Context: an optimization exercise on an open-source flow, tuned for small area, a short achievable clock period and few clock cycles per item. The choices shown serve that exercise and are no tape-out recipe.
The RTL was checked by simulation tests, not by an equivalence proof against the original design.
Power and IR drop assume default switching activity.

trial 36:
Design attention_microkernel_engine, start of the top module:
module attention_microkernel_engine #(
    parameter int unsigned XLEN      = 32,
    parameter int unsigned MAX_K     = 256,   
    parameter int unsigned WORD_ELEMS = 4     
) (
    input  logic                   clk_i,
    input  logic                   rst_ni,
    input  logic                   cfg_valid_i,
    input  logic [$clog2(MAX_K+1)-1:0] cfg_k_i,
    input  logic signed [15:0]      cfg_scale_i,
    input  logic [3:0]             cfg_shift_i,
    input  logic signed [31:0]      cfg_clip_min_i,
    input  logic signed [31:0]      cfg_clip_max_i,
    input  logic                   cfg_enable_scale_i,
    input  logic                   cfg_enable_clip_i,
    input  logic                   load_q_valid_i,
    input  logic [$clog2((MAX_K+WORD_ELEMS-1)/WORD_ELEMS)-1:0] load_q_idx_i,
    input  logic [31:0]            load_q_word_i,
    input  logic                   load_k_valid_i,
  ...
Size: about 4800 flip-flops, about 210 I/O pins.
Settings: LEC_CHECK=0, ABC_AREA=1, CAP_MARGIN=20, CORE_MARGIN=2, CORE_UTILIZATION=40, SLEW_MARGIN=20; clock period 17.0 ns.
standard.sh (not shown) runs the stock make flow with config.mk's settings and CLKGATE_MAP_FILE= SYNTH_SCRIPT=/design/flow/synth_recipe.tcl, a recipe that flattens the netlist after the stock synthesis.
==> flow/flow/run.sh <==
#!/bin/bash
# The standard layout (the standard.sh), with two changes to how it is made:
# - ports are buffered with buf_4 cells instead of the cell buffer_ports picks;
# - repair_timing aims for 12 ns of setup slack (a 5 ns period) instead of 0,
#   so it sizes the paths that would set the achieved period.
# The clock period and all constraints are the design's.
set -euo pipefail
bash standard.sh \
  BUFFER_PORTS_ARGS="-buffer_cell sky130_fd_sc_hd__buf_4" \
  SETUP_SLACK_MARGIN=12 \
  finish > make_finish.log 2>&1
Testbench counts of trial 36, summed over its fixed seeds: cycles 21,256, items 512.
Changes in trial 11 relative to trial 36:
--- a/flow/design.v
+++ b/flow/design.v
@@ -1318,25 +1318,25 @@
       lt  = alt_q;
     end
     if (en_clip_q && gt) tmp = clip_max_q;
     else if (en_clip_q && lt) tmp = clip_min_q;
     res_q <= tmp;
   end
   always_ff @(posedge clk_i or negedge rst_ni) begin
     if (!rst_ni) begin
       done_q <= 1'b0;
       busy_q <= 1'b0;
     end else begin
       done_q <= prod_tok;
-      busy_q <= start_i | pend_q | op_tok | acc_tok | prod_tok;
+      busy_q <= start_i | (busy_q & ~done_q);
     end
   end
   assign busy_o         = busy_q;
   assign done_o         = done_q;
   assign result_valid_o = done_q;
   assign result_o       = res_q;
 endmodule
 module attn_ks_add #(
     parameter int unsigned W = 24
 ) (
     input  logic [W-1:0] a,
     input  logic [W-1:0] b,
==> summary.txt <==
Power density over the cells, trial 11 vs trial 36: up by a little under 10%. Between trial 36 and trial 11, the flow reports average routed wire per standard cell increasing slightly. Trial 36 → trial 11: area used by sequential logic in the layout ~0 delta; overall fraction of global-route tracks in use went up 0.22 points. Trial 11: final cell count 110 above trial 36. For the number of placed instances with taps included, trial 11 came in about 0.45% higher than trial 36 did. Higher final weighted congestion in routability-driven placement goes to trial 11 over trial 36. On detailed router's first-iteration violation count: trial 11 sits above trial 36. For the total number of vias, trial 11 came in about 1% lower than trial 36 did. Post-layout total power: trial 36 and trial 11 compared, higher one is trial 11. Cmp trial 11 vs trial 36: post-route worst setup slack higher in trial 11. Compared to trial 36, trial 11 reaches a higher achievable clock. Looking at the reports, trial 11 completed the entire flow and the layout it produced met the timing, design-rule and antenna checks. In trial 11, basic-gate share of the synthesized area counting and, or, nand and nor cells is higher than in trial 36.
Testbench counts of trial 11, summed over its fixed seeds: cycles 21,256, items 512.

* * *

Setup of old:
Another version of the RTL of attention_microkernel_engine (not shown whole).
For scale: ~4,800 flip-flops, about 210 I/O pins.
Settings: LEC_CHECK=0, ABC_AREA=1, CAP_MARGIN=20, CORE_MARGIN=2, CORE_UTILIZATION=40, SLEW_MARGIN=20; clock period 17.0 ns.
==> flow/flow/run.sh <==
#!/bin/bash
# The standard layout (the standard.sh), with two changes to how it is made:
# - ports are buffered with buf_4 cells instead of the cell buffer_ports picks;
# - repair_timing aims for 12.3 ns of setup slack (a 4.7 ns period) instead of 0,
#   so it sizes the paths that would set the achieved period.
# The clock period and all constraints are the design's.
set -euo pipefail
bash standard.sh \
  BUFFER_PORTS_ARGS="-buffer_cell sky130_fd_sc_hd__buf_4" \
  SETUP_SLACK_MARGIN=12.3 \
  finish > make_finish.log 2>&1
Testbench counts of old, summed over its fixed seeds: cycles 21,256, items 512.
> inputs changed (old -> new)
--- a/flow/design.v
+++ b/flow/design.v
@@ -93,46 +93,39 @@
     else if (lo < -57'sd274877906944) thr_lo_q <= P_W'(-57'sd274877906944);
     else thr_lo_q <= P_W'(lo);
   end
   logic [MAX_WORDS-1:0][31:0] q_mem, k_ring;
   logic [MAX_WORDS-1:0]       q_vld, k_vld;
   logic [MAX_WORDS-1:0]       q_we, k_we;
   logic [WORD_W-1:0]          k_head;      
   logic [WORD_W-1:0]          k_head1;     
   logic [WORD_W-1:0]          k_slot;      
-  logic                kp_v, qp_v;
-  logic [WORD_W-1:0]   kp_i, qp_i;
-  logic [31:0]         kp_w, qp_w;
+  logic                kp_v;
+  logic [WORD_W-1:0]   kp_i;
+  logic [31:0]         kp_w;
   always_ff @(posedge clk_i or negedge rst_ni) begin
-    if (!rst_ni) begin
-      kp_v <= 1'b0;
-      qp_v <= 1'b0;
-    end else begin
-      kp_v <= in_kv;
-      qp_v <= in_qv;
-    end
+    if (!rst_ni) kp_v <= 1'b0;
+    else kp_v <= in_kv;
   end
   always_ff @(posedge clk_i) begin
     kp_i <= in_ki;
     kp_w <= in_kw;
-    qp_i <= in_qi;
-    qp_w <= in_qw;
   end
   assign k_slot = kp_i - k_head1;
   always_comb begin
     for (int w = 0; w < MAX_WORDS; w++) begin
-      q_we[w] = qp_v && (qp_i == WORD_W'(w));
+      q_we[w] = in_qv && (in_qi == WORD_W'(w));
       k_we[w] = kp_v && (k_slot == WORD_W'(w));
     end
   end
   for (genvar w = 0; w < MAX_WORDS; w++) begin : g_mem
     always_ff @(posedge clk_i) begin
-      if (q_we[w]) q_mem[w] <= qp_w;
+      if (q_we[w]) q_mem[w] <= in_qw;
       k_ring[w] <= k_we[w] ? kp_w : k_ring[(w + 1) % MAX_WORDS];
     end
   end
   always_ff @(posedge clk_i or negedge rst_ni) begin
     if (!rst_ni) begin
       q_vld   <= '0;
       k_vld   <= '0;
       k_head  <= '0;
       k_head1 <= WORD_W'(1);
@@ -150,22 +143,21 @@
   logic [31:0]       q_rd, k_rd, q_0, q_op, k_op;
   logic [MAX_WORDS-1:0] cov_oh;
   always_ff @(posedge clk_i or negedge rst_ni) begin
     if (!rst_ni) cov_oh <= MAX_WORDS'(1);
     else for (int w = 0; w < MAX_WORDS; w++) cov_oh[w] <= (cov_d[WORD_W-1:0] == WORD_W'(w));
   end
   always_comb begin
     q_rd = '0;
     for (int w = 0; w < MAX_WORDS; w++) q_rd = q_rd | (q_mem[w] & {32{cov_oh[w] & q_vld[w]}});
-    if (qp_v && qp_i == cov_q[WORD_W-1:0]) q_rd = qp_w;
   end
   assign k_rd = (kp_v && kp_i == k_head) ? kp_w : (k_ring[0] & {32{k_vld[0]}});
-  assign q_0  = (qp_v && qp_i == '0) ? qp_w : (q_mem[0] & {32{q_vld[0]}});
+  assign q_0  = q_mem[0] & {32{q_vld[0]}};
   always_comb begin
     logic qbyp0, kbyp0, npos0, ext0, tok0;
     logic qbyp1, kbyp1, ext1, tok1, qbyp, kbyp;
     restart = in_cfg ||
               (in_qv && {1'b0, in_qi} < cov_q) ||
               (in_kv && {1'b0, in_ki} < cov_q);
     qbyp0 = in_qv && in_qi == '0;
     kbyp0 = in_kv && in_ki == '0;
     npos0 = in_cfg ? (cfg_k_i != '0) : (nw_q != '0);
Results
Cmp new vs old: post-route total power higher in new
[new] cell leakage power fell 1.8 nW relative to old
From old to new the numbers moved as follows: fmax fell about 0.54%, maximum number of pins on one net before global-route repair fell by about 32%, starting density of the core stayed essentially flat, time the final worst path needs with I/O delays and setup increased by 0.027 ns relative to the old numbers, worst clock skew decreased 0.025 ns.
Compared with old, new has less setup slack.
Summary — total number of clock tree sinks, new relative to old: lower, by 39.
Testbench counts of new, summed over its fixed seeds: cycles 21,256, items 512.

separate check: timing with driven ports:
In the flow no input, the clock included, has a driving cell. The finished layouts below were timed again as built, in two steps.
Step 1 sets driving cells, clkbuf_16 on the clock port and buf_2 on the other inputs (assumed; they add their load-dependent delay and slew).
Step 2 adds t to the input delays and takes it off the output delays; t is the mean of the earliest and latest rising clock arrival at the registers after step 1. Input paths then give back, and output paths get back, about the clock's delay inside the block.
Three values: ideal, step 1, step 2; two values: the first two.
run	t, ns	setup slack, ns	cell pins on the clock port's net
trial 36	1.145	11.900 / 11.761 / 10.734	1
trial 11	1.148	11.931 / 11.861 / 10.713	1
old	1.133	11.948 / 11.880 / 10.889	1
new	1.145	11.920 / 11.841 / 10.871	1
After both steps every run listed still meets setup and hold. For trial 11, which loses most, drivers alone change the setup slack by -0.070 ns; drivers and shift together by -1.218 ns.
